What follows belongs to an exercise in optimizing a design on an open flow for a short achievable clock period and few clock cycles; a production flow would make more cautious choices. Where RTL was checked, it was by simulation tests only, not by an equivalence proof against the original. No functional check of the RTL was part of runs 1, 4 and 5. Power figures rest on the tool's default switching activity, not on a simulated workload.

### design/flow/flow/run.sh
#!/bin/bash
# Standard ORFS layout (the standard.sh) with these changes to how it is
# made (constraints unchanged):
#  - ports are buffered with buf_4 instead of the default delay buffer, and
#    the resizer may change a cell's footprint.
set -euo pipefail
bash standard.sh finish SETUP_SLACK_MARGIN=6.6 MATCH_CELL_FOOTPRINT=0 \
  "BUFFER_PORTS_ARGS=-buffer_cell sky130_fd_sc_hd__buf_4" CTS_CLUSTER_SIZE=20 CTS_CLUSTER_DIAMETER=60 > make_finish.log 2>&1
### design/flow/standard.sh
#!/bin/bash
# synth_recipe.tcl (not shown) runs the flow's synth.tcl, then flattens the netlist and writes it again
# the make line also repeats each setting of config.mk as NAME=value (left out here)
make -C /OpenROAD-flow-scripts/flow DESIGN_CONFIG=/design/flow/config.mk WORK_HOME=/design/flow/orfs CLKGATE_MAP_FILE= SYNTH_SCRIPT=/design/flow/synth_recipe.tcl "${@:-finish}"
### design/flow/config.mk
export PLATFORM = sky130hd
export DESIGN_NAME = mips
export DESIGN_NICKNAME = mips
export VERILOG_FILES = /design/flow/design.v
export SDC_FILE = /design/flow/constraint.sdc
export NUM_CORES = 4
export LEC_CHECK = 0
export CAP_MARGIN = 20
export CORE_MARGIN = 2
export CORE_UTILIZATION = 40
export SETUP_SLACK_MARGIN = 5
export SLEW_MARGIN = 20
export SYNTH_HIERARCHICAL = 1
export SYNTH_MINIMUM_KEEP_SIZE = 0
### design/flow/constraint.sdc
create_clock -name core_clock -period 9.0 [get_ports {clk}]
set_input_delay 1.8000 -clock core_clock [delete_from_list [all_inputs] [get_ports {clk}]]
set_output_delay 1.8000 -clock core_clock [all_outputs]
set_load 0.01 [all_outputs]
### design/flow/design.v
module mips(input  logic        clk, reset,
            output logic [31:0] pc,
            input  logic [31:0] instr,
            output logic        memwrite,
            output logic [31:0] aluout, writedata,
            input  logic [31:0] readdata);
  localparam logic [5:0] OP_R    = 6'b000000;
  localparam logic [5:0] OP_J    = 6'b000010;
  localparam logic [5:0] OP_BEQ  = 6'b000100;
  localparam logic [5:0] OP_BGTZ = 6'b000111;
  localparam logic [5:0] OP_ADDI = 6'b001000;
  localparam logic [5:0] OP_ANDI = 6'b001100;
  localparam logic [5:0] OP_XORI = 6'b001110;
  localparam logic [5:0] OP_LH   = 6'b100001;
  localparam logic [5:0] OP_LW   = 6'b100011;
  localparam logic [5:0] OP_LHU  = 6'b100100;
  localparam logic [5:0] OP_SW   = 6'b101011;
  logic [31:0] pcF;
  logic        validD, predD;
  logic [31:0] irD, pc4D;
  logic        validE;
  logic        regwE, memwE, loadE, brEqE, brGtE, jrE, predE;
  logic        selAdd, selAnd, selOr, selXor, selSlt, selSrl, subE;
  logic [1:0]  ldtE;
  logic [4:0]  destE, shamtE;
  logic [31:0] opAE, opBE, sdE, altE;
  logic        regwM, memwM;
  logic [1:0]  ldtM;      
  logic [4:0]  destM;
  logic [31:0] aluM, sdM;
  logic [31:0] rf [1:31];
  logic [31:0] resultM;
  always_comb
    case (ldtM)
      2'd1:    resultM = readdata;
      2'd2:    resultM = {{16{readdata[15]}}, readdata[15:0]};
      2'd3:    resultM = {24'b0, readdata[7:0]};
      default: resultM = aluM;
    endcase
  always_ff @(posedge clk)
    if (regwM) rf[destM] <= resultM;
  assign aluout    = aluM;
  assign writedata = sdM;
  assign memwrite  = memwM;
  logic [31:0] a, b, sd, sum, alures;
  logic        taken, redirE;
  logic [31:0] tgtE;
  assign a  = opAE;
  assign b  = opBE;
  assign sd = sdE;
  ksadd #(32) u_alu_add(.a(a), .b(b), .cin(subE), .s(sum));
  assign alures = ({32{selAdd}} & sum)
                | ({32{selAnd}} & (a & b))
                | ({32{selOr}}  & (a | b))
                | ({32{selXor}} & (a ^ b))
                | ({32{selSlt}} & {31'b0, sum[31]})
                | ({32{selSrl}} & (b >> shamtE));
  logic [31:0] jrsum;
  logic        a_gt_b, a_gt_b_n;
  ksadd #(32) u_jr_add(.a(a), .b(b), .cin(1'b0), .s(jrsum));
  kscarry #(32) u_gt(.a(b), .b(~a), .cin(1'b1), .cout(a_gt_b_n));
  assign a_gt_b = ~a_gt_b_n;
  assign taken  = (brEqE & (a == b)) | (brGtE & a_gt_b);
  assign redirE = validE & (jrE | ((brEqE | brGtE) & (taken != predE)));
  assign tgtE   = jrE ? jrsum : altE;
  logic [5:0]  opD, fnD;
  logic [4:0]  rsD, rtD, rdD, destD;
  logic [31:0] seD, zeD, rsv, rtv;
  logic        isR, isJR, isLoad, isSW, isBEQ, isBGTZ, isADDI, isANDI, isXORI;
  logic        useRt, regwD, stall;
  assign opD = irD[31:26];
  assign fnD = irD[5:0];
  assign rsD = irD[25:21];
  assign rtD = irD[20:16];
  assign rdD = irD[15:11];
  assign seD = {{16{irD[15]}}, irD[15:0]};
  assign zeD = {16'b0, irD[15:0]};
  assign isR    = (opD == OP_R);
  assign isJR   = isR & (fnD == 6'b001000);
  assign isLoad = (opD == OP_LW) | (opD == OP_LH) | (opD == OP_LHU);
  assign isSW   = (opD == OP_SW);
  assign isBEQ  = (opD == OP_BEQ);
  assign isBGTZ = (opD == OP_BGTZ);
  assign isADDI = (opD == OP_ADDI);
  assign isANDI = (opD == OP_ANDI);
  assign isXORI = (opD == OP_XORI);
  assign useRt = isR | isBEQ | isBGTZ | isSW;
  logic invD;
  assign invD = isR & ((fnD == 6'b100010) | (fnD == 6'b101010));
  assign destD = isR ? rdD : rtD;
  assign regwD = ((isR & ~isJR) | isLoad | isADDI | isANDI | isXORI) & (destD != 5'd0);
  assign rsv = (rsD == 5'd0) ? 32'b0 : (regwM & (destM == rsD)) ? resultM : rf[rsD];
  assign rtv = (rtD == 5'd0) ? 32'b0 : (regwM & (destM == rtD)) ? resultM : rf[rtD];
  logic hitA, hitB;
  logic matchA, matchB;
  assign matchA = validE & regwE & (destE == rsD);
  assign matchB = validE & regwE & (destE == rtD);
  assign hitA   = matchA & ~loadE;
  assign hitB   = matchB & ~loadE;
  assign stall = validD & loadE & ((matchA & (opD != OP_J)) | (useRt & matchB));
  logic [31:0] brtgtD;
  ksadd #(30) u_brtgt(.a(pc4D[31:2]), .b(seD[29:0]), .cin(1'b0), .s(brtgtD[31:2]));
  assign brtgtD[1:0] = pc4D[1:0];
  logic [31:0] pc4F, jtgtF, btgtF;
  logic [5:0]  opF;
  logic        isJF, predF;
  assign opF   = instr[31:26];
  logic [29:0] pcinc;
  ksinc #(30) u_pcinc(.a(pcF[31:2]), .s(pcinc));
  assign pc4F = {pcinc, pcF[1:0]};
  assign isJF  = (opF == OP_J);
  logic shortF;
  assign shortF = (instr[15:7] == 9'h000) | (instr[15:7] == 9'h1FF);
  assign predF = shortF &
                 (((opF == OP_BEQ)  & ((instr[25:21] == instr[20:16]) | instr[15])) |
                  ((opF == OP_BGTZ) & ((instr[20:16] == 5'd0) | instr[15])));
  assign jtgtF = {pc4F[31:28], instr[25:0], 2'b00};
  logic [7:0]  btlo;
  logic        btc;
  logic [21:0] bhi, bhim, bhip;
  ksadd_co #(8) u_btlo(.a(pcF[9:2]), .b(instr[7:0]), .cin(1'b1), .s(btlo), .cout(btc));
  ksinc #(22) u_bhip(.a(pcF[31:10]), .s(bhip));
  ksdec #(22) u_bhim(.a(pcF[31:10]), .s(bhim));
  assign bhi = (btc == instr[7]) ? pcF[31:10] : (btc ? bhip : bhim);
  assign btgtF = {bhi, btlo, pcF[1:0]};
  assign pc = pcF;
  always_ff @(posedge clk, posedge reset)
    if (reset)       pcF <= 32'b0;
    else if (redirE) pcF <= tgtE;
    else if (stall)  pcF <= pcF;
    else if (isJF)   pcF <= jtgtF;
    else if (predF)  pcF <= btgtF;
    else             pcF <= pc4F;
  always_ff @(posedge clk, posedge reset)
    if (reset)       validD <= 1'b0;
    else if (redirE) validD <= 1'b0;
    else if (!stall) validD <= 1'b1;
  always_ff @(posedge clk)
    if (!stall) begin
      irD   <= instr;
      pc4D  <= pc4F;
      predD <= predF;
    end
  logic killE;
  assign killE = redirE | stall | ~validD;
  always_ff @(posedge clk, posedge reset)
    if (reset) validE <= 1'b0;
    else       validE <= ~killE;
  always_ff @(posedge clk) begin
    regwE  <= regwD;
    memwE  <= isSW;
    loadE  <= isLoad;
    brEqE  <= isBEQ;
    brGtE  <= isBGTZ;
    jrE    <= isJR;
    predE  <= predD;
    ldtE   <= (opD == OP_LW) ? 2'd1 : (opD == OP_LH) ? 2'd2 : (opD == OP_LHU) ? 2'd3 : 2'd0;
    destE  <= destD;
    shamtE <= irD[10:6];
    subE   <= invD;
    selAdd <= isLoad | isSW | isADDI | (isR & ((fnD == 6'b100000) | (fnD == 6'b100010)));
    selAnd <= isANDI | (isR & (fnD == 6'b100100));
    selOr  <= isR & (fnD == 6'b100101);
    selXor <= isXORI;
    selSlt <= isR & (fnD == 6'b101010);
    selSrl <= isR & (fnD == 6'b000010);
    opAE   <= hitA ? alures : rsv;
    opBE   <= (isLoad | isSW | isADDI) ? seD : (isANDI | isXORI) ? zeD :
              {32{invD}} ^ (hitB ? alures : rtv);
    sdE    <= hitB ? alures : rtv;
    altE   <= predD ? pc4D : brtgtD;
  end
  always_ff @(posedge clk, posedge reset)
    if (reset) begin
      regwM <= 1'b0;
      memwM <= 1'b0;
    end else begin
      regwM <= validE & regwE;
      memwM <= validE & memwE;
    end
  always_ff @(posedge clk) begin
    ldtM  <= ldtE;
    destM <= destE;
    aluM  <= alures;
    sdM   <= sd;
  end
endmodule
module ksadd #(parameter W = 32)
              (input  logic [W-1:0] a, b,
               input  logic         cin,
               output logic [W-1:0] s);
  logic [W-1:0] c;
  logic         co;
  kscarries #(W) u(.a(a), .b(b), .cin(cin), .c(c), .cout(co));
  assign s = a ^ b ^ c;
endmodule
module ksadd_co #(parameter W = 32)
                 (input  logic [W-1:0] a, b,
                  input  logic         cin,
                  output logic [W-1:0] s,
                  output logic         cout);
  logic [W-1:0] c;
  kscarries #(W) u(.a(a), .b(b), .cin(cin), .c(c), .cout(cout));
  assign s = a ^ b ^ c;
endmodule
module kscarry #(parameter W = 32)
                (input  logic [W-1:0] a, b,
                 input  logic         cin,
                 output logic         cout);
  logic [W-1:0] c;
  kscarries #(W) u(.a(a), .b(b), .cin(cin), .c(c), .cout(cout));
endmodule
module kscarries #(parameter W = 32)
                  (input  logic [W-1:0] a, b,
                   input  logic         cin,
                   output logic [W-1:0] c,
                   output logic         cout);
  localparam int L = $clog2(W + 1);
  logic [W:0] g [0:L];
  logic [W:0] p [0:L];
  assign g[0][0] = cin;
  assign p[0][0] = 1'b0;
  assign g[0][W:1] = a & b;
  assign p[0][W:1] = a ^ b;
  for (genvar k = 0; k < L; k++) begin : lvl
    for (genvar i = 0; i <= W; i++) begin : bit_
      if (i >= (1 << k)) begin : m
        assign g[k+1][i] = g[k][i] | (p[k][i] & g[k][i - (1 << k)]);
        assign p[k+1][i] = p[k][i] & p[k][i - (1 << k)];
      end else begin : t
        assign g[k+1][i] = g[k][i];
        assign p[k+1][i] = p[k][i];
      end
    end
  end
  assign c    = g[L][W-1:0];
  assign cout = g[L][W];
endmodule
module ksinc #(parameter W = 30)
              (input  logic [W-1:0] a,
               output logic [W-1:0] s);
  logic [W-1:0] c;
  for (genvar i = 0; i < W; i++) begin : b_
    if (i == 0) begin : z
      assign c[i] = 1'b1;
    end else begin : n
      assign c[i] = &a[i-1:0];
    end
  end
  assign s = a ^ c;
endmodule
module ksdec #(parameter W = 30)
              (input  logic [W-1:0] a,
               output logic [W-1:0] s);
  logic [W-1:0] c;
  for (genvar i = 0; i < W; i++) begin : b_
    if (i == 0) begin : z
      assign c[i] = 1'b1;
    end else begin : n
      assign c[i] = ~|a[i-1:0];
    end
  end
  assign s = a ^ c;
endmodule
==> PnR_summary.wiki, run 1 <==
{| class="wikitable"
! Metric !! Value
|-
| Sequential Power Share || 41.7%
|-
| Type of the most critical hold path || reg2reg
|-
| Fillers || roughly 15k
|-
| Setup TNS after final layout || 0 ps
|-
| Number of iterations in the first detailed-routing pass || 6
|-
| Clock network power share || 30.5%
|-
| Setup violation total in the final timing report || 0
|-
| Number of max-cap violations || 0
|-
| Aggregate global routing overflow || 0
|-
| Post-route cell area || 88600 um^2
|-
| Final Net Count || around 5.6k
|-
| Setup slack on the worst flop-to-flop path || 5380 ps
|-
| Die area || between 150000 and 200000 um^2
|-
| DR DRC count || 0
|-
| Final hold viol count || 0
|-
| Arrival time at the worst endpoint || around 4300 ps
|-
| Number of buffers inserted by port buffering || between 150 and 200
|-
| Cell area after synthesis || 71300 um^2
|-
| Maximum vdd ir drop || 0.000183 V
|-
| Launching point of the worst reg2reg path || opBE[2]
|-
| Worst setup EP type || register
|-
| Clock tree root buffer cell || clkbuf_16
|-
| Global Route Usage Sum || approximately 29%
|-
| Clock latency at the later pin of the worst-skew pair || 770 ps
|-
| Total cell area at the placement stage || about 76000 um^2
|-
| Num CTS Buffers || roughly 110
|-
| Relative area change from synthesis to final layout || 24.4%
|-
| Number of DRC violations after detailed-routing iteration 0 || roughly 6.7k
|-
| I/O Pins || between 150 and 200
|-
| Maximum fanout along the worst path || 7
|-
| Depth of the worst register-to-register path || 13
|-
| Wire length of the first global-routing pass || ~370000 um
|-
| Fmax || 0.276 GHz
|-
| Pin count of the biggest net entering global routing || between 50 and 60
|-
| Total Wirelength || between 200000 and 300000 um
|-
| Series of cell instances along the critical path || ha_4 > a21o_1 > a21oi_2 > a21bo_4 > a2111o_1 > a21oi_4 > a221o_1 > xor3_1 > a22o_1 > a211oi_4 > o221ai_1 > o31a_1 > mux2i_1
|-
| Final period demand of the worst path || ~3600 ps
|-
| Post-cts hold buffer count || 0
|-
| Synthesized area per cell || about 15 um^2
|-
| Destination of the worst register-to-register timing path || opBE[30]
|-
| Number of global-route vias before repair || 48.6k
|-
| Routed wire length per instance || 35.1 um
|-
| Unrepaired setup endpoints after global routing || true
|-
| Die Y || 426 um
|-
| Hold path startpoint || sdE[6]
|-
| WP data required || 9630 ps
|-
| Pint || 12.1 mW
|-
| Cell count after synthesis || roughly 4.7k
|-
| LEAKAGE || 32.4 nW
|-
| Dominant delay contributor by cell family on the critical path || compound AO/OA/AOI/OAI gates
|-
| Worst-Margin Slew || about 1100 ps
|-
| Relative slew slack || 28.6%
|-
| Worst-case hold path end point || sdM[6]
|-
| Floorplan die width || 426 um
|-
| Worst setup SP type || register
|-
| CP Class || reg2reg
|-
| Highest-delay cell along the critical path || a2111o_1
|-
| Number of pins exceeding their max-slew limit in the final report || 0
|-
| Initial core utilization || 40.4%
|-
| Clock Pin Slew Worst Setup and Hold Paths || ~80 ps
|-
| Crit-path max cell delay || about 460 ps
|-
| WHS Path Cells || 0
|-
| Cell Pwr Density || 198 nW/um^2
|-
| H-Tree Depth || 3
|-
| Buffers & Inverters on Critical Path || 0
|-
| Comb power frac || ~28%
|-
| Number of routed nets with antenna violations || 0
|-
| Maximum count of clock buffers along a single path || 3
|-
| Initial antenna violation count || 9
|-
| Total design power || 17.6 mW
|-
| Final clock period utilization by the worst path || just over 40%
|-
| Number of warning messages in the yosys log || 16
|-
| Switching power of the nets || approximately 5.5 mW
|-
| Final RePlAce weighted congestion || ~0.91
|-
| Share of cells above drive strength 1 || roughly two fifths
|-
| Total number of clock tree sinks || approximately 1.3k
|-
| Setup Skew || around 63 ps
|-
| TritonCTS clock tree || built
|-
| Number of rows in the core area || about 150
|-
| Via Count || approximately 50k
|-
| Fraction of power spent switching nets || between 30% and 40%
|-
| Vias/cell || around 6.5
|-
| Result of the run || complete, no violations
|-
| Detail Placement HPWL || approximately 150000 um
|-
| Area of the placeable core || about 180000 um^2
|}
==> cells in the final DEF, fill, tap and decap left out, types with 51 or more instances in the layout <==
| cell type | count |
|---|---|
| mux2i_1 | 207 |
| nor2_1 | 202 |
| dfxtp_4 | 78 |
| nand3_1 | 53 |
| o21ai_0 | 56 |
| nand2_1 | 212 |
| dfxtp_1 | 105 |
| mux4_2 | 544 |
| inv_1 | 135 |
| buf_4 | 355 |
| dfxtp_2 | 52 |
| xor3_1 | 99 |
| a21o_1 | 51 |
| mux2_2 | 81 |
| edfxtp_1 | 1057 |
| a21oi_1 | 146 |
| buf_6 | 239 |
| clkbuf_16 | 147 |
| a211oi_1 | 76 |
| ha_1 | 167 |
==> flip-flops by register name, indices dropped and copies added (netlist names), 2 cells and up, named ones only <==
name and cells:
irD 32, opAE 32, altE 32, pcF 32, rf 992, ldtM 2, destE 5, sdM 32
pc4D 32, destM 5, ldtE 2, sdE 32, aluM 32, opBE 32, shamtE 5
==> metal layers <==
layer | routed length (um) | up-vias | share of wire, % | global-route usage [%]
li1 | - | 20400 | - | -
met1 | 97300 | 26100 | 36 | 36.7
met2 | 127000 | 3167 | 47 | 47.0
met3 | 27700 | 785 | 10 | 5.40
met4 | 19900 | 6 | 7.3 | 17.0
met5 | 46 | - | 0.017 | 0
==> worst max path at each step <==
stage | start | endpoint | slack [ps] | depth (start not counted)
4_1_cts | opBE[2] | opBE[30] | 5360 | 13
5_1_grt | opAE[10] | opBE[30] | 5320 | 13
2_1_floorplan | instr[1] | pcF[28] | 5250 | 11
3_3_place_gp | instr[12] | pcF[17] | 4520 | 10
3_5_place_dp | instr[29] | pcF[20] | 4440 | 10
6_report | opBE[2] | opBE[30] | 5380 | 13
==> power groups by stage <==
stage	logic, mW	clock network [mW]	registers, mW
2_1_floorplan	2.59	0	7.37
3_3_place_gp	3.68	0	7.56
3_5_place_dp	3.70	0	7.56
4_1_cts	4.51	5.41	7.32
5_1_grt	5.14	5.64	7.35
6_report	4.89	5.37	7.33
==> metrics by stage <==
step           hold WS, ps  worst slack [ps]  std cells  util (%)
5_1_grt                327              5320       7754      50.2
3_5_place_dp           313              4440       7065      43.2
6_report               327              5380       7757      50.2
4_1_cts                327              5360       7597      48.8
3_3_place_gp           312              4520       7065      43.2
2_1_floorplan          310              5250       4755         -
==> final cells by class <==
| class | instances | area [um^2] | area share (%) |
|---|---|---|---|
| clock buffer | 121 | 2930 | 3.31 |
| timing repair inverter | 9 | 96.3 | 0.109 |
| multi-input combinational | 2980 | 35200 | 39.7 |
| tap | 2340 | 2930 | 3.30 |
| sequential | 1328 | 37700 | 42.6 |
| timing repair buffer | 713 | 7900 | 8.91 |
| clock inverter | 89 | 1090 | 1.23 |
| antenna | 7 | 17.5 | 0.0198 |
| inverter | 170 | 704 | 0.795 |
==> repair_timing <==
item	4_1_cts	5_1_grt
gates resized for setup	679	249
setup endpoints to repair	1933	1026
setup buffers	274	135
cloned	48	18
pin swaps	139	130
==> inputs of run 2 (changes only) <==
--- a/design/flow/design.v
+++ b/design/flow/design.v
@@ -217,3 +217,3 @@
                    output logic         cout);
-  localparam int L = $clog2(W + 1);
+  localparam int L = (W < 2) ? 1 : (W < 4) ? 2 : (W < 8) ? 3 : (W < 16) ? 4 : (W < 32) ? 5 : 6;
   logic [W:0] g [0:L];
--- a/design/flow/config.mk
+++ b/design/flow/config.mk
@@ -12,3 +12 @@
 export SLEW_MARGIN = 20
-export SYNTH_HIERARCHICAL = 1
-export SYNTH_MINIMUM_KEEP_SIZE = 0
==> run 2 against run 1 <==
- still clean on timing, DRC and antenna
- final cell count rose by 0.28%
- first-iteration DRC count increased by 5.1%
- critical path depth is the same
- global-route usage increased by 2.5 points
- maximum frequency up 2.2%
- hold slack lost 0.85 ps
- clock power fell by 3%
- critical endpoint is now pcF[19]
==> PnR_summary.wiki, run 2 <==
{| class="wikitable"
! Metric !! Value
|-
| Result of the run || complete, no violations
|-
| Pin count of the biggest net entering global routing || 64 (+8.5%)
|-
| Number of library cell types mapped by synthesis || between 90 and 100
|-
| Leading cell type in the layout, fill and taps excluded || edfxtp_1
|-
| Type of the most critical hold path || reg2reg
|-
| Global Route Usage Sum || 31.6% (+2.5 points)
|-
| Cell area after synthesis || 67900 um^2 (-4.7%)
|-
| Number of global-route vias before repair || 49.9k (+2.6%)
|-
| Number of pins exceeding their max-slew limit in the final report || 0 (unchanged)
|-
| I/O Pins || 163 (unchanged)
|-
| Register bit count reported by yosys || around 1.3k
|-
| Initial antenna violation count || 11 (+2)
|-
| Share of cells above drive strength 1 || 47.6% (+6.8 points)
|-
| Die area || 173000 um^2 (-4.7%)
|-
| LEAKAGE || 31.5 nW (-2.7%)
|-
| Sequential cell area || 37700 um^2 (-0.11%)
|-
| Post-route cell area || 90000 um^2 (+1.6%)
|-
| Initial core utilization || 40.2% (-0.18 points)
|-
| Clock latency at the later pin of the worst-skew pair || 780 ps (about the same)
|-
| Final period demand of the worst path || 3540 ps (-76.7 ps)
|-
| Worst-Margin Slew || 1180 ps (+112 ps)
|-
| Post-cts hold buffer count || 0 (unchanged)
|-
| Worst setup EP type || register
|-
| Aggregate global routing overflow || 0 (unchanged)
|-
| Detail Placement HPWL || 144000 um (-5.2%)
|-
| Largest register FFs || 992 (unchanged)
|-
| TritonCTS clock tree || built
|-
| Fmax || 0.282 GHz (+2.2%)
|-
| Highest-count cells in the layout ignoring fill and taps || edfxtp_1 (1057), mux4_2 (567), buf_4 (482)
|-
| Setup Skew || 40.3 ps (-22.3 ps)
|-
| Final clock period utilization by the worst path || 39.4% (-0.85 points)
|-
| Proportion of synthesized chip area in sequential cells || a little under three fifths
|-
| Number of DRC violations after detailed-routing iteration 0 || 7055 (+5.1%)
|-
| Arrival time at the worst endpoint || 4200 ps (-50 ps)
|-
| Floorplan die width || 416 um (-2.4%)
|-
| Routed wire length per instance || 36.1 um (+2.8%)
|-
| Post-synth top flop || edfxtp_1
|-
| Maximum count of clock buffers along a single path || 3 (unchanged)
|-
| Unrepaired setup endpoints after global routing || true
|-
| Total cell area at the placement stage || 72300 um^2 (-5.1%)
|-
| Die Y || 416 um (-2.4%)
|-
| Final hold viol count || 0 (unchanged)
|-
| Number of buffers inserted by port buffering || 162 (unchanged)
|-
| CP Class || in2reg
|-
| Synthesized area per cell || 14.4 um^2 (-3.9%)
|-
| Fillers || 13.5k (-7.6%)
|-
| Relative slew slack || 21.1% (-7.5 points)
|-
| Maximum vdd ir drop || 0.000170 V (-7.0%)
|-
| Area of the placeable core || 169000 um^2 (-4.3%)
|-
| DR DRC count || 0 (unchanged)
|-
| H-Tree Depth || 3 (unchanged)
|-
| Worst setup SP type || primary input
|-
| Leading cell types by total area after synthesis || edfxtp_1 (47%), mux4_2 (19%), dfxtp_1 (6.9%)
|-
| Commonest cells post-synth || edfxtp_1 (1057), mux4_2 (567), a21oi_1 (273), nor2_1 (269), nand2_1 (265)
|-
| Combined area of the multi-input logic cells || 33800 um^2 (-4.0%)
|-
| Number of warning messages in the yosys log || 10 (-6)
|-
| Clock tree root buffer cell || clkbuf_16
|-
| Clock Pin Slew Worst Setup and Hold Paths || 70 ps (about the same)
|-
| Wire length of the first global-routing pass || 386000 um (+3.4%)
|-
| Worst Setup Slack post-DPL || 4400 ps (-41.4 ps)
|-
| WP data required || 9660 ps (+30 ps)
|-
| Cell taking the most area after synthesis || edfxtp_1
|-
| Number of routed nets with antenna violations || 0 (unchanged)
|-
| Num CTS Buffers || 108 (-3.6%)
|-
| Vias/cell || 6.62 (+1.7%)
|-
| FFs w/ async S/R, synth || 2.71%
|-
| Cell count after synthesis || 4710 (-0.82%)
|-
| Total Wirelength || 281000 um (+3.1%)
|-
| Worst setup slack after layout || 5460 ps (+76.7 ps)
|-
| Relative area change from synthesis to final layout || 32.6%
|-
| Via Count || 51.5k (+2.0%)
|-
| Cell Pwr Density || 195 nW/um^2 (-1.7%)
|-
| Total number of clock tree sinks || 1328 (unchanged)
|-
| Number of iterations in the first detailed-routing pass || 7 (+1)
|-
| Number of max-cap violations || 0 (unchanged)
|-
| Count leader, synth || edfxtp_1
|-
| Maximum fanout along the worst path || 5 (-2)
|-
| Final Net Count || 5676 (+1.5%)
|-
| EDFF count, synth || roughly 1.1k
|-
| Most flop-heavy register || rf
|-
| Final core utilization || 53.3% (+3.1 points)
|-
| Fraction of post-synthesis cell area in the top cell type by area || a little under half
|-
| Setup violation total in the final timing report || 0 (unchanged)
|-
| Number of rows in the core area || 151 (-1.9%)
|-
| Final RePlAce weighted congestion || 0.983 (+7.5%)
|-
| Setup TNS after final layout || 0 ps (unchanged)
|}
run 2: changes by cell type in the layout (fill, tap and decap cells not counted), sizes merged, moves of 39 or more:
cell / previous run / this run
inv: 203 / 164
xnor2: 55 / 102
a211oi: 99 / 187
o21ai: 148 / 249
buf: 678 / 915
xor3: 102 / 0
mux2: 96 / 47
a21oi: 207 / 273
ha: 210 / 139
run 2: path summary, 6_finish.rpt:
path	startpoint	to	slack, ps	depth (start not counted)
worst max-delay path	instr[0]	pcF[19]	5460	13
worst min-delay path	sdE[12]	sdM[12]	330	0
worst max register to register	opAE[23]	pcF[3]	5630	14
worst min register to register	sdE[12]	sdM[12]	330	0
max in group asynchronous	reset	pcF[19]	7140	2
min in group asynchronous	reset	pcF[2]	1240	2
run 2: layer usage:
layer  wire length, um  track usage (%)  part of all wire (%)  vias up
met1             97200             39.1                    35    26300
met3             32100             7.56                    11      979
met4             23900             21.2                   8.5        8
met5                59                0                 0.021        -
li1                  -                -                     -    20400
met2            128000             49.3                    45     3872
run 2: layout make-up:
class | instances | area share (%)
tap | 2218 | 3.08
clock inverter | 81 | 1.13
timing repair buffer | 971 | 12.6
sequential | 1328 | 41.9
antenna | 5 | 0.0139
multi-input combinational | 2921 | 37.6
timing repair inverter | 1 | 0.00556
clock buffer | 117 | 3.12
inverter | 137 | 0.639
run 2: per-stage QoR:
step / instances / hold WS, ps / power (mW)
global route: 7774 / 326 / 18.0
global placement: 6839 / 312 / 10.6
detailed placement: 6839 / 312 / 10.6
finish: 7779 / 326 / 17.6
CTS: 7634 / 326 / 17.1
floorplan: 4710 / 310 / 9.45
run 2: cells by family after synthesis:
logic type      count (synthesis)  synth area share, %
compound gates                993                 9.32
xor+xnor                      155                 2.00
fa+ha+maj                     142                 2.65
buf+inv                       485                 3.18
flops                        1328                 55.0
mux                           798                 22.3
simple gates                  809                 5.53
run 2: worst max-delay path: stages:
cell and delay (ps):
buf_12 110, inv_8 40, ha_4 190, o211ai_1 230, nand3_1 180, a221o_2 490, buf_6 160, and3_4 160
or2_4 220, mux2i_2 190, o31a_1 190, o2111ai_2 100, o21a_1 110
run 2: timing repair:
item	in CTS	in global routing
buffers inserted	485	133
gates cloned	112	7
endpoints found under the setup margin	2287	959
resized for setup	1229	261
pin swaps	257	146
run 2: where the power goes:
part | switching, mW | internal [mW]
combinational | 2.77 | 2.32
sequential | 0.265 | 7.01
clock | 2.60 | 2.61
Testbench counts of run 2, summed over its fixed seeds: cycles 12,224.
==> inputs of run 3 (changes only) <==
--- a/design/flow/design.v
+++ b/design/flow/design.v
@@ -18,3 +18,3 @@
   logic [31:0] pcF;
-  logic        validD, predD;
+  logic        validD, predD, fixD;
   logic [31:0] irD, pc4D;
@@ -100,2 +100,4 @@
   assign stall = validD & loadE & ((matchA & (opD != OP_J)) | (useRt & matchB));
+  logic        redirD;
+  assign redirD = validD & fixD & ~stall;
   logic [31:0] brtgtD;
@@ -111,16 +113,10 @@
   assign isJF  = (opF == OP_J);
-  logic shortF;
-  assign shortF = (instr[15:7] == 9'h000) | (instr[15:7] == 9'h1FF);
-  assign predF = shortF &
-                 (((opF == OP_BEQ)  & ((instr[25:21] == instr[20:16]) | instr[15])) |
-                  ((opF == OP_BGTZ) & ((instr[20:16] == 5'd0) | instr[15])));
+  assign predF = ((opF == OP_BEQ)  & ((instr[25:21] == instr[20:16]) | instr[15])) |
+                 ((opF == OP_BGTZ) & ((instr[20:16] == 5'd0) | instr[15]));
   assign jtgtF = {pc4F[31:28], instr[25:0], 2'b00};
   logic [7:0]  btlo;
-  logic        btc;
-  logic [21:0] bhi, bhim, bhip;
+  logic        btc, fixF;
   ksadd_co #(8) u_btlo(.a(pcF[9:2]), .b(instr[7:0]), .cin(1'b1), .s(btlo), .cout(btc));
-  ksinc #(22) u_bhip(.a(pcF[31:10]), .s(bhip));
-  ksdec #(22) u_bhim(.a(pcF[31:10]), .s(bhim));
-  assign bhi = (btc == instr[7]) ? pcF[31:10] : (btc ? bhip : bhim);
-  assign btgtF = {bhi, btlo, pcF[1:0]};
+  assign btgtF = {pcF[31:10], btlo, pcF[1:0]};
+  assign fixF  = (btc != instr[7]) | (instr[15:8] != {8{instr[7]}});
   assign pc = pcF;
@@ -130,2 +126,3 @@
     else if (stall)  pcF <= pcF;
+    else if (redirD) pcF <= brtgtD;
     else if (isJF)   pcF <= jtgtF;
@@ -136,3 +133,3 @@
     else if (redirE) validD <= 1'b0;
-    else if (!stall) validD <= 1'b1;
+    else if (!stall) validD <= ~redirD;
   always_ff @(posedge clk)
@@ -142,2 +139,3 @@
       predD <= predF;
+      fixD  <= predF & fixF;
     end
==> run 3 against run 2 <==
- critical path depth did not move
- largest power group unchanged
- clock-buffer cell count grew 3
- worst setup slack better by 290 ps
- final cell count down 1.7%
- wire length is 2.4% lower
- total power grew 3.1%
- hold slack improved by 4.1 ps
- clock skew up 35 ps
- first-iteration DRC count shrank 3.5%
- sequential power is 2% higher
- sequential cell count rose by 1
==> PnR_summary.wiki, run 3 <==
{| class="wikitable"
! Metric !! Value
|-
| Synthesized area per cell || 14.6 um^2 (+1.6%)
|-
| Critical Path Source || opBE[31]
|-
| Worst setup slack after layout || 5750 ps (+293 ps)
|-
| Post-synth top flop || edfxtp_1
|-
| Fmax || 0.308 GHz (+9.0%)
|-
| Final Net Count || 5551 (-2.2%)
|-
| Unrepaired setup endpoints after global routing || true
|-
| Highest-delay cell along the critical path || or4_4
|-
| Maximum vdd ir drop || 0.000171 V (+0.88%)
|-
| Total number of clock tree sinks || 1329 (+0.075%)
|-
| Register bit count reported by yosys || 1329 (+0.075%)
|-
| Pint || 12.2 mW (+2.1%)
|-
| Total design power || 18.1 mW (+3.1%)
|-
| Sequential Power Share || 40.9% (-0.5 points)
|-
| Largest register FFs || 992 (unchanged)
|-
| Count leader, synth || edfxtp_1
|-
| Final period demand of the worst path || 3250 ps (-293 ps)
|-
| Cell Pwr Density || 204 nW/um^2 (+4.5%)
|-
| Clock network power share || 28.3% (-1.4 points)
|-
| Num CTS Buffers || 109 (+0.93%)
|-
| Arrival time at the worst endpoint || 3900 ps (-300 ps)
|-
| EDFF count, synth || 1058 (+0.095%)
|-
| Fraction of power spent switching nets || 32.7% (+0.66 points)
|-
| Floorplan die width || 415 um (-0.18%)
|-
| Proportion of synthesized chip area in sequential cells || 55.3% (+0.24 points)
|-
| Number of rows in the core area || 150 (-0.66%)
|-
| Number of routed nets with antenna violations || 0 (unchanged)
|-
| Number of warning messages in the yosys log || 10 (unchanged)
|-
| Cell area after synthesis || 67600 um^2 (-0.35%)
|-
| Cell taking the most area after synthesis || edfxtp_1
|-
| Maximum count of clock buffers along a single path || 3 (unchanged)
|-
| Number of pins exceeding their max-slew limit in the final report || 0 (unchanged)
|-
| Commonest cells post-synth || edfxtp_1 (1058), mux4_2 (580), nand2_1 (287), a21oi_1 (271), nor2_1 (249)
|-
| WP data required || 9640 ps (-20 ps)
|-
| LEAKAGE || 31.2 nW (-1.2%)
|-
| Setup violation total in the final timing report || 0 (unchanged)
|-
| Global Route Usage Sum || 30.9% (-0.63 points)
|-
| Leading cell types by total area after synthesis || edfxtp_1 (47%), mux4_2 (19%), dfxtp_1 (7.0%)
|-
| Worst setup endpoint || pcF[0]
|-
| Launching point of the worst reg2reg path || opBE[31]
|-
| Die Y || 415 um (-0.18%)
|-
| Cell count after synthesis || 4621 (-1.9%)
|-
| Die area || 172000 um^2 (-0.35%)
|-
| I/O Pins || 163 (unchanged)
|-
| CP Class || reg2reg
|-
| Final clock period utilization by the worst path || 36.1% (-3.3 points)
|-
| DR DRC count || 0 (unchanged)
|-
| Routed wire length per instance || 35.8 um (-0.68%)
|-
| Sequential cell area || 37700 um^2 (about the same)
|-
| Most flop-heavy register || rf
|-
| Result of the run || complete, no violations
|-
| Total Wirelength || 274000 um (-2.4%)
|-
| Combined area of the multi-input logic cells || 33500 um^2 (-0.97%)
|-
| Area of the placeable core || 168000 um^2 (-0.77%)
|-
| Comb power frac || 30.8% (+1.9 points)
|-
| Clock latency at the later pin of the worst-skew pair || 790 ps (about the same)
|-
| Maximum fanout along the worst path || 8 (+3)
|-
| Switching power of the nets || 5.93 mW (+5.2%)
|-
| Number of iterations in the first detailed-routing pass || 8 (+1)
|-
| TritonCTS clock tree || built
|-
| Setup Skew || 75.3 ps (+35.0 ps)
|-
| Non-filler instance count after layout || 7644 (-1.7%)
|-
| Number of stages on the worst setup path || 13 (unchanged)
|-
| Clock tree root buffer cell || clkbuf_16
|-
| Detail Placement HPWL || 148000 um (+2.7%)
|-
| Number of buffers inserted by port buffering || 162 (unchanged)
|-
| Final RePlAce weighted congestion || 0.974 (-0.93%)
|-
| Min Hold Slack || 330 ps (+4.11 ps)
|-
| Number of max-cap violations || 0 (unchanged)
|-
| Type of the most critical hold path || reg2reg
|-
| Number of DRC violations after detailed-routing iteration 0 || 6806 (-3.5%)
|-
| Placed cell count || 6754 (-1.2%)
|-
| Worst setup EP type || register
|-
| Number of global-route vias before repair || 47.9k (-4.0%)
|-
| Setup TNS after final layout || 0 ps (unchanged)
|-
| Worst Setup Slack post-DPL || 4270 ps (-129 ps)
|-
| Relative slew slack || 28.8% (+7.8 points)
|-
| Crit-path max cell delay || 530 ps (+40 ps)
|-
| Highest-count cells in the layout ignoring fill and taps || edfxtp_1 (1058), mux4_2 (580), buf_4 (464)
|-
| Wire length of the first global-routing pass || 376000 um (-2.6%)
|-
| Leading cell type in the layout, fill and taps excluded || edfxtp_1
|-
| Final hold viol count || 0 (unchanged)
|-
| FFs w/ async S/R, synth || 2.71% (about the same)
|-
| Via Count || 49.5k (-4.0%)
|-
| Pin count of the biggest net entering global routing || 65 (+1.6%)
|-
| Worst setup SP type || register
|-
| Destination of the worst register-to-register timing path || pcF[0]
|-
| Post-cts hold buffer count || 0 (unchanged)
|-
| Buffers & Inverters on Critical Path || 3 (unchanged)
|-
| Setup slack on the worst flop-to-flop path || 5750 ps (+120 ps)
|-
| Aggregate global routing overflow || 0 (unchanged)
|-
| Fraction of post-synthesis cell area in the top cell type by area || 47.0% (+0.21 points)
|-
| Worst-Margin Slew || 1070 ps (-115 ps)
|-
| Clock Pin Slew Worst Setup and Hold Paths || 80 ps (about the same)
|-
| Vias/cell || 6.47 (-2.3%)
|-
| Series of cell instances along the critical path || inv_2 > ha_4 > or4_4 > nor4b_4 > nand3_1 > a31o_1 > nand4_1 > mux2i_1 > and3_4 > buf_12 > clkbuf_16 > a211oi_2 > a31oi_2
|-
| Number of library cell types mapped by synthesis || 95 (+2.2%)
|-
| Initial core utilization || 40.4% (+0.17 points)
|-
| Relative area change from synthesis to final layout || 31.3%
|-
| Depth of the worst register-to-register path || 13 (-1)
|-
| Share of cells above drive strength 1 || 48.2% (+0.61 points)
|-
| Dominant delay contributor by cell family on the critical path || simple AND/OR/NAND/NOR gates
|-
| Initial antenna violation count || 11 (unchanged)
|-
| H-Tree Depth || 3 (unchanged)
|-
| Fillers || 13.5k (-0.35%)
|}
## run 3: changes by cell type in the layout (fill, tap and decap cells not counted), sizes merged, moves of 18 or more
cell	before	now
buf	915	868
a211oi	187	150
nand2	266	287
xnor2	102	84
mux2	47	28
nor2	269	249
## run 3: power groups by stage
stage	registers (mW)	logic, mW	clock network (mW)
after floorplan	7.42	2.40	0
after global routing	7.43	5.84	5.39
after global placement	7.59	3.60	0
final	7.41	5.58	5.12
after detailed placement	7.60	3.59	0
after CTS	7.40	5.08	5.16
## run 3: logic make-up (layout without fill, tap and decap cells)
family          Yosys count  count (layout)  share of synthesized area, %
mux                     786             786                          22.4
simple gates            826             828                          5.67
flops                  1329            1329                          55.3
compound gates          924             943                          9.06
fa+ha+maj               142             142                          2.66
xor+xnor                150             150                          1.94
other cells               0               4                             0
buf+inv                 464            1258                          3.00
## run 3: repair_timing
action                     in CTS  in global routing
pin swaps                     233                158
gates resized for setup      1110                302
cloned                         83                  9
setup buffers                 430                159
setup endpoints to repair    1868                783
## run 3: final cells by class
cell class / count / share of cell area (%)
diodes: 4 / 0.0113
clock buffers: 120 / 3.16
clock inverters: 84 / 1.09
inverters: 136 / 0.647
multi-input cells: 2849 / 37.7
flip-flops and latches: 1329 / 42.5
well taps: 2204 / 3.11
repair buffers: 918 / 11.8
## run 3: worst min-delay path by stage
stage                     cells after the start     from  slack, ps       to
after global routing                          0   sdE[4]        340   sdM[4]
final                                         0  sdE[10]        330  sdM[10]
after global placement                        0  sdE[11]        310  sdM[11]
after CTS                                     0  sdE[10]        330  sdM[10]
after floorplan                               0  ldtE[0]        310  ldtM[0]
after detailed placement                      0  sdE[10]        310  sdM[10]
## run 3: layer usage
metal | global-route usage, % | wire length [um]
met5 | 0 | 40
met4 | 18.7 | 19300
met2 | 48.4 | 126000
met1 | 39.9 | 99900
met3 | 6.24 | 28500
## run 3: worst register-to-register path, cell delays in order (launching register included)
cell and delay [ps]:
dfxtp_4 380, inv_2 50, ha_4 240, or4_4 530, nor4b_4 360, nand3_1 150
a31o_1 220, nand4_1 150, mux2i_1 210, and3_4 270, buf_12 160, clkbuf_16 210
a211oi_2 60, a31oi_2 170
## run 3: stage by stage
step | cell area [um^2] | utilization [%]
finish | 88800 | 53.0
detailed placement | 72000 | 43.0
global route | 88800 | 53.0
floorplan | 68600 | -
CTS | 85900 | 51.3
global placement | 72000 | 43.0
Testbench counts of run 3, summed over its fixed seeds: cycles 12,233.
==> inputs of run 4 (changes only) <==
--- a/design/flow/design.v
+++ b/design/flow/design.v
@@ -21,3 +21,3 @@
   logic        validE;
-  logic        regwE, memwE, loadE, brEqE, brGtE, jrE, predE;
+  logic        regwE, memwE, loadE, brEqE, brGtE, jrE, predE, xE;
   logic        selAdd, selAnd, selOr, selXor, selSlt, selSrl, subE;
@@ -26,2 +26,4 @@
   logic [31:0] opAE, opBE, sdE, altE;
+  logic        constE;    
+  logic [31:0] cvalE;
   logic        regwM, memwM;
@@ -30,2 +32,4 @@
   logic [31:0] aluM, sdM;
+  logic        brGtM, jrM, gtM, predM;
+  logic [31:0] altM, jrsumM;
   logic [31:0] rf [1:31];
@@ -62,5 +66,9 @@
   assign a_gt_b = ~a_gt_b_n;
-  assign taken  = (brEqE & (a == b)) | (brGtE & a_gt_b);
-  assign redirE = validE & (jrE | ((brEqE | brGtE) & (taken != predE)));
-  assign tgtE   = jrE ? jrsum : altE;
+  assign taken  = (a == b);
+  assign redirE = validE & brEqE & (taken ^ xE) & ~redirM;
+  assign tgtE   = altE;
+  logic        redirM;
+  logic [31:0] tgtM;
+  assign redirM = brGtM & (gtM ^ predM) | jrM;
+  assign tgtM   = jrM ? jrsumM : altM;
   logic [5:0]  opD, fnD;
@@ -100,4 +108,30 @@
   assign stall = validD & loadE & ((matchA & (opD != OP_J)) | (useRt & matchB));
+  logic        eA, eB, mA, mB, zA, zB;
+  logic        cA, cB, aA, aB;        
+  logic        jrFast;
+  logic [31:0] ceam, jrtgtD, dtgt;
+  assign zA = (rsD == 5'd0);
+  assign zB = (rtD == 5'd0);
+  assign eA = validE & regwE & (destE == rsD);
+  assign eB = validE & regwE & (destE == rtD);
+  assign mA = regwM & (destM == rsD);
+  assign mB = regwM & (destM == rtD);
+  assign cA = ~zA & eA & constE;
+  assign cB = ~zB & eB & constE;
+  assign aA = ~zA & ~eA & mA & (ldtM == 2'd0);
+  assign aB = ~zB & ~eB & mB & (ldtM == 2'd0);
+  assign jrFast = isJR & (zA | cA | aA) & (zB | cB | aB);
+  ksadd #(32) u_ceam(.a(cvalE), .b(aluM), .cin(1'b0), .s(ceam));
+  always_comb
+    case ({cA, aA, cB, aB})
+      4'b1000, 4'b0010: jrtgtD = cvalE;
+      4'b0100, 4'b0001: jrtgtD = aluM;
+      4'b1001, 4'b0110: jrtgtD = ceam;
+      4'b1010:          jrtgtD = {cvalE[30:0], 1'b0};
+      4'b0101:          jrtgtD = {aluM[30:0], 1'b0};
+      default:          jrtgtD = 32'b0;
+    endcase
   logic        redirD;
-  assign redirD = validD & fixD & ~stall;
+  assign redirD = validD & (fixD | jrFast) & ~stall;
+  assign dtgt   = fixD ? brtgtD : jrtgtD;
   logic [31:0] brtgtD;
@@ -124,5 +158,6 @@
     if (reset)       pcF <= 32'b0;
+    else if (redirM) pcF <= tgtM;
     else if (redirE) pcF <= tgtE;
     else if (stall)  pcF <= pcF;
-    else if (redirD) pcF <= brtgtD;
+    else if (redirD) pcF <= dtgt;
     else if (isJF)   pcF <= jtgtF;
@@ -132,3 +167,3 @@
     if (reset)       validD <= 1'b0;
-    else if (redirE) validD <= 1'b0;
+    else if (redirM | redirE) validD <= 1'b0;
     else if (!stall) validD <= ~redirD;
@@ -142,3 +177,3 @@
   logic killE;
-  assign killE = redirE | stall | ~validD;
+  assign killE = redirM | redirE | stall | ~validD;
   always_ff @(posedge clk, posedge reset)
@@ -150,5 +185,8 @@
     loadE  <= isLoad;
-    brEqE  <= isBEQ;
-    brGtE  <= isBGTZ;
-    jrE    <= isJR;
+    brEqE  <= isBEQ | (isBGTZ & (rtD == 5'd0));
+    brGtE  <= isBGTZ & (rtD != 5'd0);
+    xE     <= isBEQ ? predD : ~predD;
+    jrE    <= isJR & ~jrFast;
+    constE <= (isADDI | isANDI | isXORI) & (rsD == 5'd0);
+    cvalE  <= isADDI ? seD : isXORI ? zeD : 32'b0;
     predE  <= predD;
@@ -174,5 +212,9 @@
       memwM <= 1'b0;
+      brGtM <= 1'b0;
+      jrM   <= 1'b0;
     end else begin
-      regwM <= validE & regwE;
-      memwM <= validE & memwE;
+      regwM <= validE & regwE & ~redirM;
+      memwM <= validE & memwE & ~redirM;
+      brGtM <= validE & brGtE & ~redirM;
+      jrM   <= validE & jrE & ~redirM;
     end
@@ -183,2 +225,6 @@
     sdM   <= sd;
+    gtM    <= a_gt_b;
+    predM  <= predE;
+    altM   <= altE;
+    jrsumM <= jrsum;
   end
==> run 4 against run 3 <==
- utilization hardly changed
- critical path type is now in2reg
- highest routed layer unchanged
- combinational power is 2% higher
- critical path depth is 2 lower
- sequential cell count is 87 higher
- largest power group unchanged
- final cell count is 10% higher
- register-to-register slack worse by 170 ps
- still clean on timing, DRC and antenna
- via count is 12% higher
==> PnR_summary.wiki, run 4 <==
{| class="wikitable"
! Metric !! Value
|-
| Maximum vdd ir drop || 0.000166 V (-3.1%)
|-
| Clock latency at the later pin of the worst-skew pair || 780 ps (about the same)
|-
| Final clock period utilization by the worst path || 38.2% (+2.1 points)
|-
| Number of rows in the core area || 156 (+4.0%)
|-
| Initial antenna violation count || 11 (unchanged)
|-
| Share of cells above drive strength 1 || 47.2% (-0.97 points)
|-
| GR met3 Demand/Resource || 7.75% (+1.5 points)
|-
| Routed wire length per instance || 36.2 um (+0.99%)
|-
| Num CTS Buffers || 114 (+4.6%)
|-
| Final hold viol count || 0 (unchanged)
|-
| Clock Pin Slew Worst Setup and Hold Paths || 80 ps (about the same)
|-
| Cell Pwr Density || 202 nW/um^2 (-0.73%)
|-
| I/O Pins || 163 (unchanged)
|-
| Highest-count cells in the layout ignoring fill and taps || edfxtp_1 (1058), mux4_2 (577), buf_4 (545)
|-
| Initial core utilization || 40.1% (-0.22 points)
|-
| Setup TNS after final layout || 0 ps (unchanged)
|-
| Largest register FFs || 992 (unchanged)
|-
| Relative slew slack || 32.1% (+3.3 points)
|-
| Synthesized area per cell || 14.0 um^2 (-4.6%)
|-
| Pin count of the biggest net entering global routing || 65 (unchanged)
|-
| Register bit count reported by yosys || 1416 (+6.5%)
|-
| Worst-Margin Slew || 1020 ps (-50.2 ps)
|-
| EDFF count, synth || 1058 (unchanged)
|-
| Setup slack on the worst flop-to-flop path || 5580 ps (-170 ps)
|-
| Final RePlAce weighted congestion || 1.03 (+5.3%)
|-
| Worst setup EP type || register
|-
| Worst setup SP type || primary input
|-
| Number of global-route vias before repair || 52.8k (+10%)
|-
| Number of max-cap violations || 0 (unchanged)
|-
| Leading cell types by total area after synthesis || edfxtp_1 (44%), mux4_2 (18%), dfxtp_1 (8.9%)
|-
| TritonCTS clock tree || built
|-
| Cell taking the most area after synthesis || edfxtp_1
|-
| Detail Placement HPWL || 166000 um (+13%)
|-
| Most flop-heavy register || rf
|-
| Launching point of the worst reg2reg path || ldtM[1]
|-
| Cell area after synthesis || 72300 um^2 (+6.9%)
|-
| Number of DRC violations after detailed-routing iteration 0 || 8396 (+23%)
|-
| DR DRC count || 0 (unchanged)
|-
| Hold path startpoint || sdE[5]
|-
| Commonest cells post-synth || edfxtp_1 (1058), mux4_2 (577), nand2_1 (342), dfxtp_1 (320), a21oi_1 (308)
|-
| Final period demand of the worst path || 3440 ps (+185 ps)
|-
| H-Tree Depth || 3 (unchanged)
|-
| Fillers || 14.3k (+6.4%)
|-
| CP Class || in2reg
|-
| Count leader, synth || edfxtp_1
|-
| Destination of the worst register-to-register timing path || pcF[15]
|-
| Global Route Usage Sum || 32.0% (+1.0 points)
|-
| Final core utilization || 53.0% (about the same)
|-
| LEAKAGE || 34.2 nW (+9.7%)
|-
| Die area || 184000 um^2 (+6.8%)
|-
| Post-route cell area || 95500 um^2 (+7.6%)
|-
| Depth of the worst register-to-register path || 11 (-2)
|-
| Total Wirelength || 306000 um (+12%)
|-
| Type of the most critical hold path || reg2reg
|-
| Cell count after synthesis || 5181 (+12%)
|-
| Setup Skew || 47.6 ps (-27.7 ps)
|-
| Proportion of synthesized chip area in sequential cells || 54.1% (-1.1 points)
|-
| Result of the run || complete, no violations
|-
| Number of routed nets with antenna violations || 0 (unchanged)
|-
| Floorplan die width || 429 um (+3.4%)
|-
| Arrival time at the worst endpoint || 4080 ps (+180 ps)
|-
| WP data required || 9650 ps (about the same)
|-
| Area of the placeable core || 180000 um^2 (+7.5%)
|-
| Fmax || 0.291 GHz (-5.4%)
|-
| Via Count || 55.3k (+12%)
|-
| Final Net Count || 6207 (+12%)
|-
| Total cell area at the placement stage || 76900 um^2 (+6.7%)
|-
| Global-route met2 utilization || 48.6% (+0.19 points)
|-
| Vias/cell || 6.55 (+1.3%)
|-
| Critical Path Source || instr[25]
|-
| Post-synth top flop || edfxtp_1
|-
| Maximum count of clock buffers along a single path || 3 (unchanged)
|-
| Most heavily used metal layer in global routing || met2
|-
| Global routing usage on met1 || 39.7% (-0.14 points)
|-
| Unrepaired setup endpoints after global routing || true
|-
| Die Y || 429 um (+3.4%)
|-
| Number of iterations in the first detailed-routing pass || 8 (unchanged)
|-
| Total design power || 19.3 mW (+6.8%)
|-
| Wire length of the first global-routing pass || 414000 um (+10%)
|-
| Number of warning messages in the yosys log || 10 (unchanged)
|-
| Leading cell type in the layout, fill and taps excluded || edfxtp_1
|-
| FFs w/ async S/R, synth || 2.68% (-0.025 points)
|-
| Placed cell count || 7469 (+11%)
|-
| Clock tree root buffer cell || clkbuf_16
|-
| Aggregate global routing overflow || 0 (unchanged)
|-
| Setup violation total in the final timing report || 0 (unchanged)
|-
| Non-filler instance count after layout || 8442 (+10%)
|-
| Number of library cell types mapped by synthesis || 106 (+12%)
|-
| Fraction of post-synthesis cell area in the top cell type by area || 43.9% (-3.0 points)
|-
| Total number of clock tree sinks || 1416 (+6.5%)
|-
| Worst setup endpoint || pcF[15]
|-
| Number of buffers inserted by port buffering || 162 (unchanged)
|-
| Maximum fanout along the worst path || 5 (-3)
|-
| Number of pins exceeding their max-slew limit in the final report || 0 (unchanged)
|-
| Relative area change from synthesis to final layout || 32.1%
|}
run 4: cell families after synthesis:
kind of cell    share of synthesized area, %
simple gates                            6.22
fa+ha+maj                               3.04
flops                                   54.1
buf+inv                                 2.96
compound gates                          10.1
mux                                     21.5
xor+xnor                                2.02
run 4: stage by stage:
step	hold WS [ps]	setup WS, ps
final	316	5560
after global routing	322	5450
after CTS	316	5610
after detailed placement	312	4120
after global placement	311	4110
after floorplan	310	5090
run 4: how the worst min path moves through the flow:
stage	slack, ps	endpoint	cells after the start
6_report	320	sdM[5]	0
2_1_floorplan	310	ldtM[0]	0
3_3_place_gp	310	sdM[3]	0
5_1_grt	320	sdM[5]	0
3_5_place_dp	310	sdM[10]	0
4_1_cts	320	sdM[5]	0
run 4: layout make-up:
| cell class | instances | area (um^2) | share of cell area, % |
|---|---|---|---|
| diodes | 11 | 27.5 | 0.0288 |
| clock buffers | 130 | 3030 | 3.17 |
| clock inverters | 80 | 1060 | 1.11 |
| inverters | 162 | 677 | 0.709 |
| multi-input cells | 3267 | 37300 | 39.1 |
| flip-flops and latches | 1416 | 39500 | 41.3 |
| well taps | 2370 | 2970 | 3.10 |
| repair buffers | 1005 | 10900 | 11.4 |
| repair inverters | 1 | 7.51 | 0.00786 |
run 4: critical path: stages:
cell and delay (ps):
buf_8 100, xor2_1 150, nor3_1 190, a31oi_1 130, or3_4 400, buf_4 150
buf_6 130, a221o_4 460, a22o_1 210, a222oi_1 230, a31oi_1 120
run 4: per-layer routing:
layer	share of wire [%]	up-vias	routed length [um]
met5	0.0043	-	13
met3	11	972	33700
li1	-	22200	-
met2	45	3898	137000
met1	35	28300	107000
met4	9.2	2	28000
run 4: repair_timing:
action | 4_1_cts | 5_1_grt
hold buffers | 0 | 0
buffers inserted | 556 | 123
gates resized for setup | 1376 | 369
cloned | 63 | 9
endpoints found under the setup margin | 1354 | 958
hold endpoints to repair | 0 | 0
pin swaps | 337 | 223
run 4: report_power, final:
part	switching [mW]	total [mW]	internal, mW
sequential	0.460	8.07	7.61
clock	2.76	5.56	2.81
combinational	3.13	5.70	2.58
total	6.34	19.3	13.0
==> inputs of run 5 (changes only) <==
--- a/design/flow/config.mk
+++ b/design/flow/config.mk
@@ -9,3 +9,4 @@
 export CORE_MARGIN = 2
-export CORE_UTILIZATION = 40
+export CORE_UTILIZATION = 60
+export PLACE_DENSITY = 0.7
 export SETUP_SLACK_MARGIN = 5
==> run 5 against run 4 <==
- critical path depth grew 1
- wire length shrank 2.0%
- synthesized cell count is the same
- die area shrank 33%
- register-to-register slack lost 50 ps
- sequential cell count is the same
- maximum frequency shrank 5.7%
- sequential share of layout area grew 0.42 points
- utilization grew 26 points
- critical path type unchanged
==> PnR_summary.wiki, run 5 <==
{| class="wikitable"
! Metric !! Value
|-
| Die area || 123000 um^2 (-33%)
|-
| Vias/cell || 7.50 (+14%)
|-
| Maximum fanout along the worst path || 6 (+1)
|-
| Initial core utilization || 60.4% (+20 points)
|-
| Synthesized area per cell || 14.0 um^2 (unchanged)
|-
| EDFF count, synth || 1058 (unchanged)
|-
| Setup violation total in the final timing report || 0 (unchanged)
|-
| Final hold viol count || 0 (unchanged)
|-
| WP data required || 9640 ps (about the same)
|-
| Number of library cell types mapped by synthesis || 106 (unchanged)
|-
| Number of buffers inserted by port buffering || 162 (unchanged)
|-
| Result of the run || complete, no violations
|-
| Worst setup SP type || primary input
|-
| Setup TNS after final layout || 0 ps (unchanged)
|-
| Comb power frac || 29.4% (about the same)
|-
| Non-filler instance count after layout || 7717 (-8.6%)
|-
| Worst setup EP type || register
|-
| Post-route cell area || 94600 um^2 (-0.98%)
|-
| Commonest cells post-synth || edfxtp_1 (1058), mux4_2 (577), nand2_1 (342), dfxtp_1 (320), a21oi_1 (308)
|-
| Floorplan die width || 351 um (-18%)
|-
| Fraction of power spent switching nets || 32.8% (+0.064 points)
|-
| Wire length of the first global-routing pass || 401000 um (-3.0%)
|-
| I/O Pins || 163 (unchanged)
|-
| Pin count of the biggest net entering global routing || 65 (unchanged)
|-
| Relative slew slack || 11.0% (-21 points)
|-
| TritonCTS clock tree || built
|-
| DR DRC count || 0 (unchanged)
|-
| Total number of clock tree sinks || 1416 (unchanged)
|-
| Number of pins exceeding their max-slew limit in the final report || 0 (unchanged)
|-
| Clock Pin Slew Worst Setup and Hold Paths || 70 ps (about the same)
|-
| Setup Skew || 35.0 ps (-12.5 ps)
|-
| Detail Placement HPWL || 161000 um (-3.4%)
|-
| Number of DRC violations after detailed-routing iteration 0 || 9922 (+18%)
|-
| Num CTS Buffers || 118 (+3.5%)
|-
| Final RePlAce weighted congestion || 0.990 (-3.5%)
|-
| Clock tree root buffer cell || clkbuf_16
|-
| Placed cell count || 6696 (-10%)
|-
| Final period demand of the worst path || 3640 ps (+207 ps)
|-
| CP Class || in2reg
|-
| Type of the most critical hold path || reg2reg
|-
| Number of max-cap violations || 0 (unchanged)
|-
| Sequential Power Share || 42.2% (+0.5 points)
|-
| Clock latency at the later pin of the worst-skew pair || 800 ps (+20 ps)
|-
| Share of cells above drive strength 1 || 47.2% (+0.049 points)
|-
| H-Tree Depth || 3 (unchanged)
|-
| Maximum count of clock buffers along a single path || 3 (unchanged)
|-
| Cell count after synthesis || 5181 (unchanged)
|-
| Cell taking the most area after synthesis || edfxtp_1
|-
| Unrepaired setup endpoints after global routing || true
|-
| Number of routed nets with antenna violations || 0 (unchanged)
|-
| Pint || 13.0 mW (-0.11%)
|-
| Number of global-route vias before repair || 54.5k (+3.2%)
|-
| Initial antenna violation count || 18 (+7)
|-
| Final clock period utilization by the worst path || 40.5% (+2.3 points)
|-
| Most flop-heavy register || rf
|-
| Number of iterations in the first detailed-routing pass || 8 (unchanged)
|-
| Total Wirelength || 299000 um (-2.0%)
|-
| Routed wire length per instance || 38.8 um (+7.2%)
|-
| Leading cell types by total area after synthesis || edfxtp_1 (44%), mux4_2 (18%), dfxtp_1 (8.9%)
|-
| Cell area after synthesis || 72300 um^2 (unchanged)
|-
| Final Net Count || 6243 (+0.58%)
|-
| LEAKAGE || 34.2 nW (about the same)
|-
| Highest-count cells in the layout ignoring fill and taps || edfxtp_1 (1058), mux4_2 (577), buf_4 (576)
|-
| Maximum vdd ir drop || 0.000209 V (+26%)
|-
| Leading cell type in the layout, fill and taps excluded || edfxtp_1
|-
| Met2 wire length || 131000 um (-4.2%)
|-
| Switching power of the nets || 6.35 mW (+0.18%)
|-
| Via Count || 57.9k (+4.7%)
|-
| Fraction of post-synthesis cell area in the top cell type by area || 43.9% (unchanged)
|-
| Routed met3 length || 43500 um (+29%)
|-
| Clock network power share || 28.4% (-0.4 points)
|-
| Arrival time at the worst endpoint || 4280 ps (+200 ps)
|-
| DRT met1 WL || 95900 um (-11%)
|-
| Number of warning messages in the yosys log || 10 (unchanged)
|-
| Fmax || 0.275 GHz (-5.7%)
|-
| Proportion of synthesized chip area in sequential cells || 54.1% (unchanged)
|-
| Relative area change from synthesis to final layout || 30.8%
|-
| Count leader, synth || edfxtp_1
|-
| Global Route Usage Sum || 46.7% (+15 points)
|-
| Worst-Margin Slew || 1330 ps (+308 ps)
|-
| Post-synth top flop || edfxtp_1
|-
| FFs w/ async S/R, synth || 2.68% (unchanged)
|-
| Register bit count reported by yosys || 1416 (unchanged)
|-
| Aggregate global routing overflow || 0 (unchanged)
|-
| Area of the placeable core || 120000 um^2 (-33%)
|-
| Number of rows in the core area || 127 (-19%)
|-
| Die Y || 351 um (-18%)
|-
| Largest register FFs || 992 (unchanged)
|-
| Top sig layer || met5
|-
| Cell Pwr Density || 204 nW/um^2 (+0.98%)
|-
| Total cell area at the placement stage || 75700 um^2 (-1.4%)
|}
-- run 5: what timing repair did --
item,CTS,global route
pin swaps,295,286
buffers inserted,530,183
gates cloned,68,17
hold buffers,0,0
resized for setup,1319,410
endpoints found under the setup margin,1640,915
-- run 5: final timing paths --
check,start,to,slack (ps),cells past startpoint
worst max-delay path,instr[21],pcF[18],5360,12
worst min-delay path,sdE[11],sdM[11],330,0
worst max register to register,irD[17],pcF[20],5530,10
worst min register to register,sdE[11],sdM[11],330,0
max in group asynchronous,reset,pcF[29],7510,3
min in group asynchronous,reset,pcF[18],980,2
-- run 5: cell type report --
cell class,count,area (um^2)
Timing Repair inverter,1,7.51
Clock inverter,82,938
Clock buffer,132,3090
Timing Repair Buffer,1029,11200
Inverter,162,669
Sequential cell,1416,39500
Fill cell,6628,25200
Antenna cell,8,20.0
Multi-Input combinational cell,3275,37200
Tap cell,1612,2020
-- run 5: power groups by stage --
stage               clock [mW]  sequential, mW  combinational (mW)
floorplan                    0            8.00                2.33
global placement             0            8.32                3.40
detailed placement           0            8.32                3.42
CTS                       5.45            8.11                4.92
global route              5.70            8.16                5.86
finish                    5.48            8.17                5.69
-- run 5: layer usage --
| layer | vias to the layer above | track usage (%) |
|---|---|---|
| li1 | 22200 | - |
| met1 | 28600 | 57.8 |
| met2 | 5385 | 69.8 |
| met3 | 1637 | 14.9 |
| met4 | 18 | 33.5 |
| met5 | - | 0 |
-- run 5: critical path, stage by stage --
cell       delay (ps)
buf_6             110
xor2_1            150
nor3_1            270
a31oi_1           160
or3_4             370
a221o_4           430
buf_6             140
and2_4            140
a2111oi_2         330
o21ai_1           150
o21ai_1           150
a21oi_1            70
-- run 5: logic make-up (layout without fill, tap and decap cells) --
group	after synthesis	in the layout	share of synthesized area [%]
buf+inv	511	1406	2.96
xor+xnor	165	165	2.02
fa+ha+maj	174	174	3.04
compound gates	1120	1137	10.1
simple gates	969	971	6.22
mux	826	828	21.5
flops	1416	1416	54.1
other cells	0	8	0
-- run 5: through the flow --
stage	total power, mW	util [%]	hold WS [ps]	setup WS [ps]
after floorplan	10.3	-	310	5090
after global placement	11.7	63.2	310	4350
after detailed placement	11.7	63.2	313	4370
after CTS	18.5	76.1	328	5560
after global routing	19.7	78.9	332	5310
final	19.3	79.0	328	5360

## afterwards: timing with drivers on the ports
The flow's constraints put no driver on any port. The routed layouts listed below were extracted and timed again, unchanged, in two steps. Step 1, drivers: a clkbuf_16 drives clk and a buf_2 each remaining input, both assumed. Step 2 moves the port delays by t, midway between the first and last clock arrival at a register: inputs arrive t later, outputs are due t later. That takes back most of the time a late clock gives input paths. Three values: ideal ports, drivers, drivers and shift; two values: the first two.
| run | t, ns | setup WS [ns] | worst setup path at the end | pins driven straight from the clock port |
|---|---|---|---|---|
| run 1 | 0.817 | 5.380 / 5.380 / 4.854 | input to register | 1 |
| run 2 | 0.853 | 5.456 / 5.458 / 4.605 | input to register | 1 |
| run 3 | 0.839 | 5.749 / 5.749 / 5.013 | input to register | 1 |
| run 4 | 0.849 | 5.564 / 5.583 / 4.752 | input to register | 1 |
| run 5 | 0.853 | 5.357 / 5.396 / 4.543 | input to register | 1 |
After both steps setup and hold are still met in every run listed. For run 2, which loses most, drivers alone change the setup slack by +0.002 ns; drivers and shift together by -0.851 ns.
